From an optimization exercise on the open Yosys and OpenROAD flow, aimed at small area; shortcuts taken in it are not production practice. No functional check of the RTL was part of any run shown here.

## flow/design.v (module list and top-level ports; edited modules follow where they fit)
// module mulNbit: 881 lines
// module ainv: 5 lines
// module ainvr: 5 lines
// module bxor: 5 lines
// module bxnor: 5 lines
// module btwon: 5 lines
// module bencn: 6 lines
// module bseln: 5 lines
// module fa: 6 lines
module mulNbit(a, b, clk, cin, rst, sum, cout);
  // ...
==> flow/flow/run.sh <==
#!/bin/bash
# The standard layout (standard.sh) with two changes:
#  - after the standard synthesis, every combinational cell is set to the
#    smallest drive strength of its family (flow/downsize.py); the resizer
#    in placement, CTS and routing upsizes what timing needs;
#  - the port buffers are the smallest buffer cell.
set -euo pipefail
ARGS=(BUFFER_PORTS_ARGS="-buffer_cell sky130_fd_sc_hd__buf_1")
R=orfs/results/sky130hd/mulNbit/base
bash standard.sh "${ARGS[@]}" synth > synth.log 2>&1
cp $R/1_2_yosys.v 1_2_yosys.standard.v
python3 flow/downsize.py "$FLOW_HOME/platforms/sky130hd/lib/sky130_fd_sc_hd__tt_025C_1v80.lib" $R/1_2_yosys.v > downsize.log 2>&1
rm -f $R/1_synth.odb $R/1_synth.sdc
bash standard.sh "${ARGS[@]}" finish > standard.log 2>&1
==> flow/flow/downsize.py <==
#!/usr/bin/env python3
"""Set every combinational cell of the synthesized netlist to the smallest
drive strength of its family (same function, same pins); the placement and
routing steps' resizer then upsizes whatever timing needs.
usage: downsize.py LIB NETLIST  (rewrites NETLIST in place)"""
import re
import sys
import collections

lib = open(sys.argv[1]).read()
cells = {}
for m in re.finditer(r'\n\s*cell\s*\(\s*"?(\w+)"?\s*\)\s*\{', lib):
    name = m.group(1)
    start = m.end()
    nxt = lib.find('\n    cell (', start)
    body = lib[start:nxt if nxt > 0 else len(lib)]
    am = re.search(r'area\s*:\s*([\d.]+)', body)
    pins = tuple(sorted(re.findall(r'pin\s*\(\s*"?(\w+)"?\s*\)', body)))
    ff = 'ff (' in body or 'ff(' in body or 'latch' in body
    cells[name] = (float(am.group(1)) if am else 0.0, pins, ff)
fam = collections.defaultdict(list)
for name, (area, pins, ff) in cells.items():
    m = re.match(r'(sky130_fd_sc_hd__\w+?)_(\d+)$', name)
    if m:
        fam[(m.group(1), pins)].append((area, int(m.group(2)), name))
best = {}
for (base, pins), lst in fam.items():
    lst.sort()
    for area, n, name in lst:
        best[name] = lst[0][2]
net = open(sys.argv[2]).read()
count = collections.Counter()


def rep(m):
    name = m.group(1)
    if name not in cells or cells[name][2]:
        return m.group(0)
    if name.startswith(('sky130_fd_sc_hd__clkbuf', 'sky130_fd_sc_hd__conb')):
        return m.group(0)
    b = best.get(name, name)
    if cells[b][0] >= cells[name][0]:
        b = name
    if b != name:
        count[(name, b)] += 1
    return m.group(0).replace(name, b, 1)


net = re.sub(r'^\s*(sky130_fd_sc_hd__\w+)\s', rep, net, flags=re.M)
open(sys.argv[2], 'w').write(net)
for (a, b), n in sorted(count.items()):
    print('%4d %s -> %s' % (n, a, b))
==> flow/standard.sh <==
#!/bin/bash
# synth_recipe.tcl (not shown) runs the flow's synth.tcl, then flattens the netlist and writes it again
# the make line also repeats each setting of config.mk as NAME=value (left out here)
make -C /OpenROAD-flow-scripts/flow DESIGN_CONFIG=/design/flow/config.mk WORK_HOME=/design/flow/orfs CLKGATE_MAP_FILE= SYNTH_SCRIPT=/design/flow/synth_recipe.tcl "${@:-finish}"
==> flow/config.mk <==
export PLATFORM = sky130hd
export DESIGN_NAME = mulNbit
export DESIGN_NICKNAME = mulNbit
export VERILOG_FILES = /design/flow/design.v
export SDC_FILE = /design/flow/constraint.sdc
export NUM_CORES = 4
export LEC_CHECK = 0
export CAP_MARGIN = 10
export CORE_MARGIN = 2
export CORE_UTILIZATION = 60
export CTS_BUF_LIST = sky130_fd_sc_hd__clkbuf_4 sky130_fd_sc_hd__clkbuf_8
export GPL_TIMING_DRIVEN = 0
export PLACE_DENSITY = 0.8
export SETUP_SLACK_MARGIN = 0.05
export SLEW_MARGIN = 10
export SYNTH_HIERARCHICAL = 1
export SYNTH_MINIMUM_KEEP_SIZE = 0
==> flow/constraint.sdc <==
create_clock -name core_clock -period 8.5 [get_ports {clk}]
set_input_delay 1.7000 -clock core_clock [delete_from_list [all_inputs] [get_ports {clk}]]
set_output_delay 1.7000 -clock core_clock [all_outputs]
set_load 0.01 [all_outputs]
==> flow_metrics.py, run 1 <==
metrics = {
    "finish": {
        "final_cell_area_sq_um": 12000,
        "buffers": 104,
        "n_antenna_cell": 0,
        "finalNonFillerCells": 1395,
        "buffer_area_share_pct": 3.91,
        "largest_cell_class": "multi-input gates",
        "design.seq.count": 33,
        "inv_count": 26,
    },
    "timing": {
        "max_freq_mhz": 121,
        "fin_tns_setup_ns": 0,
        "fin_crit_sh_pct": 97.1,
    },
    "worst_setup_path": {
        "crit_type": "in -> reg",
        "startpoint": "b[9]",
        "crit_slowest_cell": "inv_1",
        "worst-endpoint-required_ns": 8.74,
    },
    "die": {
        "row_count": 49,
        "pin_count": 100,
        "die_height_microns": 140,
        "die_x_microns": 140,
    },
    "cts": {
        "clockBufferDepth": 2,
        "hold_buffers": 0,
        "post-cts-setup-buffers": 0,
    },
    "min_path": {
        "min_path_type": "in -> reg",
    },
    "routing": {
        "highest_layer": "met4",
        "wire_per_inst_microns": 23.8,
        "antenna_left": 0,
    },
    "grt": {
        "grt_use_met2_pct": 53.9,
        "grt_pass1_vias": 9714,
        "gr-max-usage-layer": "met2",
    },
    "status": {
        "status": "finished clean",
    },
}
==> run 2, diff against run 1 <==
--- a/flow/design.v
+++ b/flow/design.v
@@ -475,18 +475,18 @@
   fa u_fa43 (.x(c495), .y(s504), .z(s506), .s(s510), .c(c511));
   fa u_fa44 (.x(c497), .y(c499), .z(s508), .s(s512), .c(c513));
   fa u_fa45 (.x(s510), .y(c501), .z(s512), .s(s514), .c(c515));
   fa u_fa46 (.x(pp127), .y(pp159), .z(pp189), .s(s516), .c(c517));
   fa u_fa47 (.x(pp217), .y(pp243), .z(pp267), .s(s518), .c(c519));
   fa u_fa48 (.x(pp289), .y(pc308), .z(pp309), .s(s520), .c(c521));
   fa u_fa49 (.x(c505), .y(c507), .z(s516), .s(s522), .c(c523));
   fa u_fa50 (.x(s518), .y(s520), .z(c509), .s(s524), .c(c525));
-  fa u_fa51 (.x(c511), .y(s522), .z(s524), .s(s526), .c(c527));
-  fa u_fa52 (.x(c513), .y(s526), .z(c515), .s(s528), .c(c529));
+  fa u_fa51 (.x(c511), .y(s522), .z(c513), .s(s526), .c(c527));
+  fa u_fa52 (.x(s524), .y(c515), .z(s526), .s(s528), .c(c529));
   fa u_fa53 (.x(pp327), .y(pp128), .z(pp160), .s(s530), .c(c531));
   fa u_fa54 (.x(pp190), .y(pp218), .z(pp244), .s(s532), .c(c533));
   fa u_fa55 (.x(pp268), .y(pp290), .z(pp310), .s(s534), .c(c535));
   fa u_fa56 (.x(c517), .y(c519), .z(c521), .s(s536), .c(c537));
   fa u_fa57 (.x(s530), .y(s532), .z(s534), .s(s538), .c(c539));
   fa u_fa58 (.x(c523), .y(s536), .z(s538), .s(s540), .c(c541));
   fa u_fa59 (.x(c525), .y(s540), .z(c527), .s(s542), .c(c543));
   fa u_fa60 (.x(pp129), .y(pp161), .z(pp191), .s(s544), .c(c545));
@@ -581,18 +581,18 @@
   fa u_fa149 (.x(pp200), .y(pp228), .z(pp254), .s(s722), .c(c723));
   fa u_fa150 (.x(pp278), .y(pp300), .z(pp320), .s(s724), .c(c725));
   fa u_fa151 (.x(pp338), .y(pp354), .z(pp368), .s(s726), .c(c727));
   fa u_fa152 (.x(pp380), .y(pp390), .z(c697), .s(s728), .c(c729));
   fa u_fa153 (.x(c699), .y(c701), .z(c703), .s(s730), .c(c731));
   fa u_fa154 (.x(s720), .y(s722), .z(s724), .s(s732), .c(c733));
   fa u_fa155 (.x(s726), .y(c705), .z(c707), .s(s734), .c(c735));
   fa u_fa156 (.x(c709), .y(s728), .z(s730), .s(s736), .c(c737));
-  fa u_fa157 (.x(s732), .y(c711), .z(s734), .s(s738), .c(c739));
-  fa u_fa158 (.x(c713), .y(s736), .z(c715), .s(s740), .c(c741));
+  fa u_fa157 (.x(s732), .y(c711), .z(c713), .s(s738), .c(c739));
+  fa u_fa158 (.x(s734), .y(s736), .z(c715), .s(s740), .c(c741));
   fa u_fa159 (.x(s738), .y(c717), .z(s740), .s(s742), .c(c743));
   fa u_fa160 (.x(pp139), .y(pp171), .z(pp201), .s(s744), .c(c745));
   fa u_fa161 (.x(pp229), .y(pp255), .z(pp279), .s(s746), .c(c747));
   fa u_fa162 (.x(pp301), .y(pp321), .z(pp339), .s(s748), .c(c749));
   fa u_fa163 (.x(pp355), .y(pp369), .z(pp381), .s(s750), .c(c751));
   fa u_fa164 (.x(pp391), .y(pc398), .z(pp399), .s(s752), .c(c753));
   fa u_fa165 (.x(c721), .y(c723), .z(c725), .s(s754), .c(c755));
   fa u_fa166 (.x(c727), .y(s744), .z(s746), .s(s756), .c(c757));
@@ -635,17 +635,17 @@
   fa u_fa203 (.x(pp342), .y(pp358), .z(pp372), .s(s830), .c(c831));
   fa u_fa204 (.x(pp384), .y(pp394), .z(pp402), .s(s832), .c(c833));
   fa u_fa205 (.x(pp408), .y(c797), .z(c799), .s(s834), .c(c835));
   fa u_fa206 (.x(c801), .y(c803), .z(c805), .s(s836), .c(c837));
   fa u_fa207 (.x(s824), .y(s826), .z(s828), .s(s838), .c(c839));
   fa u_fa208 (.x(s830), .y(s832), .z(c807), .s(s840), .c(c841));
   fa u_fa209 (.x(c809), .y(c811), .z(s834), .s(s842), .c(c843));
   fa u_fa210 (.x(s836), .y(s838), .z(c813), .s(s844), .c(c845));
-  fa u_fa211 (.x(s840), .y(c815), .z(s842), .s(s846), .c(c847));
+  fa u_fa211 (.x(c815), .y(s840), .z(s842), .s(s846), .c(c847));
   fa u_fa212 (.x(c817), .y(s844), .z(c819), .s(s848), .c(c849));
   fa u_fa213 (.x(s846), .y(c821), .z(s848), .s(s850), .c(c851));
   fa u_fa214 (.x(pp143), .y(pp175), .z(pp205), .s(s852), .c(c853));
   fa u_fa215 (.x(pp233), .y(pp259), .z(pp283), .s(s854), .c(c855));
   fa u_fa216 (.x(pp305), .y(pp325), .z(pp343), .s(s856), .c(c857));
   fa u_fa217 (.x(pp359), .y(pp373), .z(pp385), .s(s858), .c(c859));
   fa u_fa218 (.x(pp395), .y(pp403), .z(pp409), .s(s860), .c(c861));
   fa u_fa219 (.x(pc412), .y(pp413), .z(c825), .s(s862), .c(c863));
@@ -653,57 +653,57 @@
   fa u_fa221 (.x(c833), .y(s852), .z(s854), .s(s866), .c(c867));
   fa u_fa222 (.x(s856), .y(s858), .z(s860), .s(s868), .c(c869));
   fa u_fa223 (.x(c835), .y(c837), .z(c839), .s(s870), .c(c871));
   fa u_fa224 (.x(s862), .y(s864), .z(s866), .s(s872), .c(c873));
   fa u_fa225 (.x(s868), .y(c841), .z(c843), .s(s874), .c(c875));
   fa u_fa226 (.x(s870), .y(s872), .z(c845), .s(s876), .c(c877));
   fa u_fa227 (.x(c847), .y(s874), .z(s876), .s(s878), .c(c879));
   fa u_fa228 (.x(c849), .y(s878), .z(c851), .s(s880), .c(c881));
-  assign x882 = pp415 ^ pp144;
-  assign x883 = pp176 ^ pp206;
-  assign x884 = pp234 ^ pp260;
-  assign x885 = pp284 ^ pp306;
-  assign x886 = pp326 ^ pp344;
-  assign x887 = pp360 ^ pp374;
-  assign x888 = pp386 ^ pp396;
-  assign x889 = pp404 ^ pp410;
-  assign x890 = pp414 ^ x882;
-  assign x891 = x883 ^ x884;
-  assign x892 = x885 ^ x886;
-  assign x893 = x887 ^ x888;
-  assign x894 = x889 ^ x890;
-  assign x895 = x891 ^ x892;
-  assign x896 = x893 ^ c853;
-  assign x897 = c855 ^ c857;
-  assign x898 = c859 ^ c861;
-  assign x899 = x894 ^ x895;
-  assign x900 = x896 ^ x897;
-  assign x901 = x898 ^ x899;
-  assign x902 = x900 ^ c863;
-  assign x903 = c865 ^ c867;
-  assign x904 = c869 ^ x901;
-  assign x905 = x902 ^ x903;
-  assign x906 = x904 ^ x905;
-  assign x907 = c871 ^ c873;
-  assign x908 = x906 ^ x907;
-  assign x909 = c875 ^ x908;
-  assign x910 = x909 ^ c877;
-  assign x911 = x910 ^ c879;
-  assign x912 = x911 ^ c881;
+  bxor u_x32_x882 (.a(pp415), .b(pp144), .y(x882));
+  bxor u_x32_x883 (.a(pp176), .b(pp206), .y(x883));
+  bxor u_x32_x884 (.a(pp234), .b(pp260), .y(x884));
+  bxor u_x32_x885 (.a(pp284), .b(pp306), .y(x885));
+  bxor u_x32_x886 (.a(pp326), .b(pp344), .y(x886));
+  bxor u_x32_x887 (.a(pp360), .b(pp374), .y(x887));
+  bxor u_x32_x888 (.a(pp386), .b(pp396), .y(x888));
+  bxor u_x32_x889 (.a(pp404), .b(pp410), .y(x889));
+  bxor u_x32_x890 (.a(pp414), .b(x882), .y(x890));
+  bxor u_x32_x891 (.a(x883), .b(x884), .y(x891));
+  bxor u_x32_x892 (.a(x885), .b(x886), .y(x892));
+  bxor u_x32_x893 (.a(x887), .b(x888), .y(x893));
+  bxor u_x32_x894 (.a(x889), .b(c853), .y(x894));
+  bxor u_x32_x895 (.a(c855), .b(c857), .y(x895));
+  bxor u_x32_x896 (.a(c859), .b(c861), .y(x896));
+  bxor u_x32_x897 (.a(x890), .b(x891), .y(x897));
+  bxor u_x32_x898 (.a(x892), .b(x893), .y(x898));
+  bxor u_x32_x899 (.a(x894), .b(x895), .y(x899));
+  bxor u_x32_x900 (.a(x896), .b(x897), .y(x900));
+  bxor u_x32_x901 (.a(x898), .b(c863), .y(x901));
+  bxor u_x32_x902 (.a(c865), .b(x899), .y(x902));
+  bxor u_x32_x903 (.a(c867), .b(c869), .y(x903));
+  bxor u_x32_x904 (.a(x900), .b(x901), .y(x904));
+  bxor u_x32_x905 (.a(x902), .b(x903), .y(x905));
+  bxor u_x32_x906 (.a(x904), .b(c871), .y(x906));
+  bxor u_x32_x907 (.a(x905), .b(c873), .y(x907));
+  bxor u_x32_x908 (.a(x906), .b(x907), .y(x908));
+  bxor u_x32_x909 (.a(c875), .b(x908), .y(x909));
+  bxor u_x32_x910 (.a(x909), .b(c877), .y(x910));
+  bxor u_x32_x911 (.a(x910), .b(c879), .y(x911));
+  bxor u_x32_x912 (.a(x911), .b(c881), .y(x912));
   assign g913 = s462 & c455;
   assign p914 = s462 ^ c455;
   assign g915 = s470 & c463;
   assign p916 = s470 ^ c463;
   assign g917 = c481 & s490;
   assign p918 = c481 ^ s490;
   assign g919 = s514 & c503;
   assign p920 = s514 ^ c503;
-  assign g921 = s542 & c529;
-  assign p922 = s542 ^ c529;
+  assign g921 = c529 & s542;
+  assign p922 = c529 ^ s542;
   assign g923 = s574 & c559;
   assign p924 = s574 ^ c559;
   assign g925 = s610 & c593;
   assign p926 = s610 ^ c593;
   assign g927 = s650 & c631;
   assign p928 = s650 ^ c631;
   assign g929 = s694 & c673;
   assign p930 = s694 ^ c673;
==> run 2 against run 1 <==
Effect of this change: core utilization up 1.2 points; maximum frequency down 0.36%; global-route usage up 0.64 points; worst setup slack worse by 0.030 ns; non-clock buffer count up 7; routed wire length up 4.3%; still clean on timing, DRC and antenna; sequential share of layout area down 0.097 points.
==> flow_metrics.py, run 2 <==
metrics = {
    "timing": {
        "drv_slew": 0,
        "hold_violations": 0,
        "fin_crit_sh_pct": 97.5,
        "grt_setup_unrepaired": "no",
        "max_freq_mhz": 121,
        "slew_headroom_pct": 14.2,
        "period_minus_slack_ns": 8.29,
        "tightest_slew_ns": 1.29,
        "hold_slack_ns": 2.16,
        "setup_viol": 0,
    },
    "finish": {
        "n_antenna_cell": 0,
        "nNetsFinal": 1504,
        "multi_input_area_sq_um": 10400,
        "largest_reg_flops": 32,
        "layout_common_cells": "333 x xor2_1, 271 x o22ai_1, 233 x fa_1",
        "drive_gt1_share_pct": 5.22,
        "fillers": 1398,
        "final_common_cell": "xor2_1",
        "area_delta_synth_final_pct": 9.76,
        "layout.area.seq_sq_um": 661,
    },
    "cts": {
        "root_buffer": "clkbuf_8",
        "cts_tree": "built",
        "clk_pin_slew_worst_paths_ns": 0.08,
        "cts_sinks": 33,
        "htreeDepth": 2,
        "cts_buffers": 5,
        "clockBufferDepth": 2,
    },
    "min_path": {
        "hold_path_depth": 3,
        "hold_path_startpoint": "b[0]",
        "min_path_type": "in -> reg",
        "hold_end": "sum[0]",
    },
    "routing": {
        "wl_microns": 34600,
        "wl_met2_microns": 16000,
        "drc": 0,
        "met3_length_microns": 4780,
        "routed-via-count": 10100,
        "drt_iter0_markers": 1491,
        "drt_first_pass_iters": 6,
        "wire_per_inst_microns": 24.4,
        "routed_via_density": 7.14,
        "antenna_left": 0,
        "highest_layer": "met4",
        "drt-met1-wl_microns": 11800,
    },
    "placement": {
        "place_hpwl_microns": 23200,
        "portBuffers": 98,
        "gp_congestion": 0.937,
    },
    "worst_setup_path": {
        "worst-endpoint-required_ns": 8.71,
        "cp_max_fo": 30,
        "worstPathArrival_ns": 8.49,
        "cp-end-kind": "flip-flop",
        "critPathLaunchType": "input port",
        "crit_type": "in -> reg",
    },
    "die": {
        "die_height_microns": 140,
        "dieArea_sq_um": 19600,
        "core_area_sq_um": 18000,
        "initial_core_util_pct": 61.5,
        "pin_count": 100,
        "die_x_microns": 140,
        "row_count": 49,
    },
    "grt": {
        "antenna_found_initial": 0,
        "grt_usage_pct": 34.3,
        "grt_pass1_vias": 9922,
        "overflow": 0,
        "grt_max_degree": 34,
        "grt_first_pass_wirelength_microns": 52800,
    },
    "run": {
        "maxCapViolations": 0,
    },
    "status": {
        "status": "finished clean",
    },
    "synthesis": {
        "yosys_warnings": 7,
        "syn-num-nets": 1385,
        "synthCells": 1069,
        "syn_avg_cell_area_sq_um": 10.4,
        "netlist_area_sq_um": 11100,
    },
}
-- run 2: final cells by class --
cell class / count / share of cell area (%)
Timing Repair Buffer: 109 / 4.36
Buffer: 2 / 0.0720
Inverter: 32 / 1.14
Multi-Input combinational cell: 1002 / 85.7
Tap cell: 229 / 2.35
Sequential cell: 33 / 5.43
Timing Repair inverter: 3 / 0.185
Clock buffer: 7 / 0.740
-- run 2: per-layer routing --
layer	global-route usage, %	up-vias
met5	0	-
met4	17.0	0
met3	10.1	222
met2	54.0	964
met1	43.6	4873
li1	-	4063
-- run 2: timing repair --
action | in CTS | in global routing
gates resized for setup | 26 | 25
hold buffers | 0 | 0
setup buffers | 3 | 5
gates cloned | 1 | 2
endpoints found under the setup margin | 10 | 7
-- run 2: stage by stage --
step	TNS (ns)	cell area [sq um]	utilization (%)	worst slack (ns)	cells
2_1_floorplan	0	11100	-	0.898	1069
3_3_place_gp	-20.89	11700	65.2	-1.80	1396
3_5_place_dp	-7.82	11800	65.7	-1.02	1399
4_1_cts	0	12000	66.8	0.140	1410
5_1_grt	0	12200	67.5	0.0500	1417
6_report	0	12200	67.5	0.215	1417
-- run 2: worst max-delay path, stage by stage --
cell       delay [ns]
buf_2            0.47
buf_16           0.25
xor2_2           0.34
nand2b_4         0.47
o22ai_1          0.15
xor2_1           0.21
fa_1             0.54
fa_1             0.48
fa_1             0.46
fa_1             0.44
fa_1             0.45
fa_1             0.65
nand2_1          0.11
nor3_1           0.41
o2111ai_1        0.39
and2_0           0.40
fa_1             0.41
xnor2_1          0.13
-- run 2: worst max-delay path by stage --
stage,startpoint,end,slack (ns)
final,b[1],sum[25],0.21
after global routing,b[5],sum[25],0.05
after floorplan,b[0],sum[25],0.90
after global placement,b[1],sum[25],-1.80
after detailed placement,rst,sum[25],-1.02
after CTS,b[1],sum[24],0.14

==> afterwards: timing with drivers on the ports <==
Ports are ideal in the flow. The routed layouts listed here were re-timed in OpenROAD.
Step 1, drivers: a clkbuf_16 drives clk and a buf_2 each remaining input, both assumed.
Step 2 also shifts input and output timing later by t, the mid clock arrival at the registers, as if the neighbouring blocks saw the same clock.
Slacks: ideal / step 1 / step 2; pairs: ideal / step 1.
run | shift t [ns] | slack for setup (ns) | pins driven straight from the clock port
run 1 | 0.352 | 0.245 / 0.254 / -0.099 | 1
run 2 | 0.356 | 0.215 / 0.235 / -0.122 | 1
With both steps, setup timing fails in run 1 and run 2, where it was met with ideal ports. The setup slack of run 1, which loses most, moves by +0.009 ns with the drivers and by -0.344 ns with both steps.
